Background: an optimization exercise with open tools, aiming at small area. Do not read the settings as production practice. Function was checked by simulation only, so behaviour that the tests miss may differ from the original. The clock port is modelled as an ideal driver, which makes a skipped or thinned clock tree look cheaper than it is; a real chip needs a root buffer or a tree. No activity file was given, so power comes from the tool's default toggle rates.

==> flow/design.v <==
module example(input wire clk,output reg a,output tog,input fl,input start,input reset ,input B0,input B9,input B1,input B2,input B3,input B4,input B5,input B6,input B7,input B8,output leda,output ledb,output ledc,output ledd,output lede,output ledf,output ledg);
assign tog=1'b0;
assign leda=1'b0;
assign ledb=1'b0;
assign ledc=1'b0;
assign ledd=1'b0;
assign lede=1'b0;
assign ledf=1'b0;
assign ledg=1'b0;
reg [7:0] delay1;                              
reg [2:0] count;                               
reg [5:0] tmp_hour, tmp_minute, tmp_second;    
reg [5:0] f_hour, f_minute, f_second;          
wire entry = fl & ~start;
wire cnt   = start & ~fl;
wire run   = fl ^ start;
wire hi0    = ~(delay1[7] | delay1[6]);
wire tick_e = entry & hi0 & (delay1[5:0] == 6'd26);
wire tick_c = cnt   & hi0 & (delay1[5:0] == 6'd39);
wire       clr_d = reset | tick_e | tick_c;
wire [7:0] d_inc = delay1 + {7'd0, run};
always @(posedge clk) delay1 <= clr_d ? 8'd0 : d_inc;
wire p01 = B0 | B1, p23 = B2 | B3, p45 = B4 | B5, p67 = B6 | B7, p89 = B8 | B9;
wire x01 = B0 ^ B1, x23 = B2 ^ B3, x45 = B4 ^ B5, x67 = B6 ^ B7, x89 = B8 ^ B9;
wire m01 = B0 & B1, m23 = B2 & B3, m45 = B4 & B5, m67 = B6 & B7, m89 = B8 & B9;
wire dbl = m01 | m23 | m45 | m67 | m89;
wire lo_any = p01 | p23, lo_two = p01 & p23;
wire mid_any = p45 | p67, mid_two = p45 & p67;
wire cnt4_any = lo_any | mid_any, cnt4_two = lo_two | mid_two | (lo_any & mid_any);
wire one = ~dbl & ~cnt4_two & (cnt4_any ^ p89);
wire [3:0] d;
assign d[0] = B1 | B3 | B5 | B7 | B9;
assign d[1] = p23 | p67;
assign d[2] = p45 | p67;
assign d[3] = p89;
wire accept = tick_e & one & ~(count[2] & count[1]);
always @(posedge clk)
  if (reset) count <= 3'd0;
  else if (accept) count <= count + 3'd1;
wire [3:0] cur = ({4{~count[2] & ~count[1]}} & tmp_hour[3:0]) | ({4{~count[2]}} & tmp_minute[3:0]) | tmp_second[3:0];
wire [5:0] nv  = {cur[2:0],3'b000} + {1'b0,cur,1'b0} + {2'b00,d};
wire [5:0] nvz = nv & {6{~reset}};
wire ld_h = reset | (accept & ~count[2] & ~count[1]);
wire ld_m = reset | (accept & count[1]);
wire ld_s = reset | (accept & count[2]);
always @(posedge clk) begin
  if (ld_h) tmp_hour   <= nvz;
  if (ld_m) tmp_minute <= nvz;
  if (ld_s) tmp_second <= nvz;
end
wire match  = (f_second == tmp_second) & (f_minute == tmp_minute) & (f_hour == tmp_hour);
wire s_wrap = (f_second == 6'd58);
wire m_wrap = (f_minute == 6'd58);
always @(posedge clk)
  a <= ~reset & (a ^ (accept | (tick_c & match)));
wire clr_f = reset | entry;
wire [5:0] s_inc = f_second + {5'd0, tick_c};
wire       cs    = tick_c & s_wrap;
wire [5:0] m_inc = f_minute + {5'd0, cs};
wire       cm    = cs & m_wrap;
wire [5:0] h_inc = f_hour + {5'd0, cm};
always @(posedge clk) begin
  f_second <= (clr_f | cs) ? 6'd0 : s_inc;
  f_minute <= (clr_f | cm) ? 6'd0 : m_inc;
  f_hour   <= clr_f ? 6'd0 : h_inc;
end
endmodule
clock: 10.0 ns
lec_check: 0
cap_margin: 20
core_margin: 2
core_utilization: 40
slew_margin: 20
standard.sh (not shown) runs the stock make flow with config.mk's settings and CLKGATE_MAP_FILE= SYNTH_SCRIPT=/design/flow/synth_recipe.tcl, a recipe that flattens the netlist after the stock synthesis.
==> flow/flow/run.sh <==
#!/bin/bash
# Own layout flow: the standard synthesis, then an area-oriented ABC remap of the
# combinational logic only (flip-flops keep their cells and names), then the
# standard ORFS layout with small port buffers and a small clock tree.
set -euo pipefail
here=$(pwd)
R=$here/orfs/results/$FLOW_PLATFORM/example/base

bash standard.sh synth > "$here/log_synth.txt" 2>&1

cp "$R/1_2_yosys.v" "$here/std_netlist.v"
LIB=$FLOW_HOME/platforms/$FLOW_PLATFORM/lib/sky130_fd_sc_hd__tt_025C_1v80.lib \
IN="$here/std_netlist.v" OUT="$here/remap_netlist.v" ABCSCRIPT="$here/flow/remap.abc" \
  yosys -c "$here/flow/remap.tcl" > "$here/log_remap.txt" 2>&1
cp "$here/remap_netlist.v" "$R/1_2_yosys.v"
rm -f "$R/1_synth.odb" "$R/1_synth.sdc"

bash standard.sh \
  "BUFFER_PORTS_ARGS=-buffer_cell sky130_fd_sc_hd__buf_1" \
  "CTS_ARGS=$(cat "$here/flow/cts_args.txt")" \
  finish > "$here/log_layout.txt" 2>&1
==> flow/flow/cts_args.txt <==
-sink_clustering_enable -repair_clock_nets -buf_list sky130_fd_sc_hd__clkbuf_8 -root_buf sky130_fd_sc_hd__clkbuf_8 -dont_use_dummy_load
==> flow/flow/remap.abc <==
strash
&get -n
&deepsyn -T 30
&put
dch -f
amap
topo
==> flow/flow/remap.tcl <==
# Remap the combinational cells of the standard synthesis netlist for area.
yosys read_liberty -ignore_miss_func $::env(LIB)
yosys read_verilog $::env(IN)
yosys hierarchy -top example
# keep the flip-flops as they are (cell and instance name)
yosys setattr -mod -set keep_hierarchy 1 sky130_fd_sc_hd__*df*
yosys flatten
yosys opt_clean
yosys stat
set dont {}
foreach c {probe_p_8 probec_p_8 lpflow_*} { lappend dont -dont_use sky130_fd_sc_hd__$c }
yosys abc -liberty $::env(LIB) {*}$dont -script $::env(ABCSCRIPT)
yosys opt_clean -purge
# one tie cell per constant output, as the standard flow ends up with
yosys hilomap -hicell sky130_fd_sc_hd__conb_1 HI -locell sky130_fd_sc_hd__conb_1 LO
yosys opt_clean -purge
yosys blackbox =sky130_fd_sc_hd__*
yosys stat -liberty $::env(LIB)
yosys write_verilog -noattr -nohex -nodec $::env(OUT)
Rerun with:
==> flow/run.sh (new file) <==
#!/bin/bash
# synth_recipe.tcl (not shown) runs the flow's synth.tcl, then flattens the netlist and writes it again
# the make line also repeats each setting of config.mk as NAME=value (left out here)
make -C /OpenROAD-flow-scripts/flow DESIGN_CONFIG=/design/flow/config.mk WORK_HOME=/design/flow/orfs CLKGATE_MAP_FILE= SYNTH_SCRIPT=/design/flow/synth_recipe.tcl finish
removed: flow/flow/run.sh
removed: flow/flow/cts_args.txt
removed: flow/flow/remap.abc
removed: flow/flow/remap.tcl
removed: flow/standard.sh
=> Worst setup slack gets better by 0.23 ns. Global-route usage went down by 2.7 points. Wire length came out lower by 3.4%. Cell area came out higher by 18%. Core utilization is higher by 0.89 points. Sequential cell count is unchanged. Clock-buffer cell count is unchanged. Total power climbs by 26%.

Starts from the design.v that is shown in full above.
Settings: LEC_CHECK=0, CAP_MARGIN=20, CORE_MARGIN=2, CORE_UTILIZATION=40, SLEW_MARGIN=20; clock period 10.0 ns.
==> flow/flow/run.sh <==
#!/bin/bash
# Own layout flow: the standard synthesis, then an area-oriented ABC remap of the
# combinational logic only (flip-flops keep their cells and names), then the
# standard ORFS layout with small port buffers and a flat clock tree (post_cts.tcl).
set -euo pipefail
here=$(pwd)
R=$here/orfs/results/$FLOW_PLATFORM/example/base

bash standard.sh synth > "$here/log_synth.txt" 2>&1

cp "$R/1_2_yosys.v" "$here/std_netlist.v"
# four remaps with different ABC seeds in parallel; keep the smallest
for seed in 1 2 3 4; do
  sed "s/@SEED@/$seed/" "$here/flow/remap.abc.in" > "$here/remap_$seed.abc"
  LIB=$FLOW_HOME/platforms/$FLOW_PLATFORM/lib/sky130_fd_sc_hd__tt_025C_1v80.lib \
  IN="$here/std_netlist.v" OUT="$here/remap_$seed.v" ABCSCRIPT="$here/remap_$seed.abc" \
    yosys -c "$here/flow/remap.tcl" > "$here/log_remap_$seed.txt" 2>&1 &
done
wait
best=$(for seed in 1 2 3 4; do
  printf '%s %s\n' "$(grep -o "Chip area for module '.example': [0-9.]*" "$here/remap_$seed.v.stat" | awk '{print $NF}')" $seed
done | sort -n | head -1 | awk '{print $2}')
echo "remap: seed $best chosen" > "$here/log_remap_choice.txt"
cat "$here"/remap_*.v.stat | grep "Chip area" >> "$here/log_remap_choice.txt"
cp "$here/remap_$best.v" "$here/remap_netlist.v"
cp "$here/remap_netlist.v" "$R/1_2_yosys.v"
rm -f "$R/1_synth.odb" "$R/1_synth.sdc"

bash standard.sh \
  "BUFFER_PORTS_ARGS=-buffer_cell sky130_fd_sc_hd__buf_1" \
  "CTS_ARGS=$(cat "$here/flow/cts_args.txt")" \
  "POST_CTS_TCL=$here/flow/post_cts.tcl" \
  "SKIP_REPAIR_TIE_FANOUT=1" \
  finish > "$here/log_layout.txt" 2>&1
Other scripts of this flow, unchanged in this note and not shown: flow/flow/cts_args.txt, flow/flow/post_cts.tcl, flow/flow/remap.abc.in, flow/flow/remap.tcl
Rerun with:
--- a/flow/flow/run.sh
+++ b/flow/flow/run.sh
@@ -11,4 +11,6 @@
 cp "$R/1_2_yosys.v" "$here/std_netlist.v"
-# four remaps with different ABC seeds in parallel; keep the smallest
-for seed in 1 2 3 4; do
+# eight remaps with different ABC seeds, four at a time; keep the smallest
+SEEDS="1 2 3 4 5 6 7 8"
+for seed in $SEEDS; do
+  if [[ $seed == 5 ]]; then wait; fi
   sed "s/@SEED@/$seed/" "$here/flow/remap.abc.in" > "$here/remap_$seed.abc"
@@ -19,4 +21,5 @@
 wait
-best=$(for seed in 1 2 3 4; do
-  printf '%s %s\n' "$(grep -o "Chip area for module '.example': [0-9.]*" "$here/remap_$seed.v.stat" | awk '{print $NF}')" $seed
+best=$(for seed in $SEEDS; do
+  area=$(grep -o "Chip area for module '.example': [0-9.]*" "$here/remap_$seed.v.stat" 2>/dev/null | awk '{print $NF}' || true)
+  if [[ -n "$area" && -s "$here/remap_$seed.v" ]]; then printf '%s %s\n' "$area" $seed; fi
 done | sort -n | head -1 | awk '{print $2}')
The changed run ran to the end with no violations.
Sequential share of layout area stays the same.
Final cell count stays the same.
Sequential power stays flat.
Routed wire length went down by 0.42%.
Worst hold slack is about the same.
Clock power is about the same.
In every run of this note, the design's own scripts or RTL, not TritonCTS, make the clock network.

## static timing again, ports no longer ideal
No port has a modelled driver above. Below, the same layouts with a new extraction and two added sets of constraints.
Step 1 assumes that a clkbuf_16 drives the clock port and a buf_2 every other input.
Step 2 adds t to the input delays and takes it off the output delays; t is the mean of the earliest and latest rising clock arrival at the registers after step 1. Input paths then give back, and output paths get back, about the clock's delay inside the block.
a / b / c = ideal ports / drivers / drivers and shift; a / b = the first two.
| run | shift t [ns] | slack for setup (ns) | worst register clock-pin slew, ns | pins driven straight from the clock port |
|---|---|---|---|---|
| the first run of note 1 | 0.323 | 5.173 / 5.181 / 4.858 | 0.09 / 0.09 | 1 |
| the second run of note 1 | 0.326 | 5.404 / 5.412 / 5.086 | 0.09 / 0.09 | 1 |
| the first run of note 2 | 0.185 | 5.048 / 5.073 / 4.888 | 0.12 / 0.12 | 4 |
| the second run of note 2 | 0.185 | 5.085 / 5.112 / 4.927 | 0.12 / 0.12 | 4 |
After both steps every run listed still meets setup and hold. For the second run of note 1, which loses most, drivers alone change the setup slack by +0.008 ns; drivers and shift together by -0.318 ns.
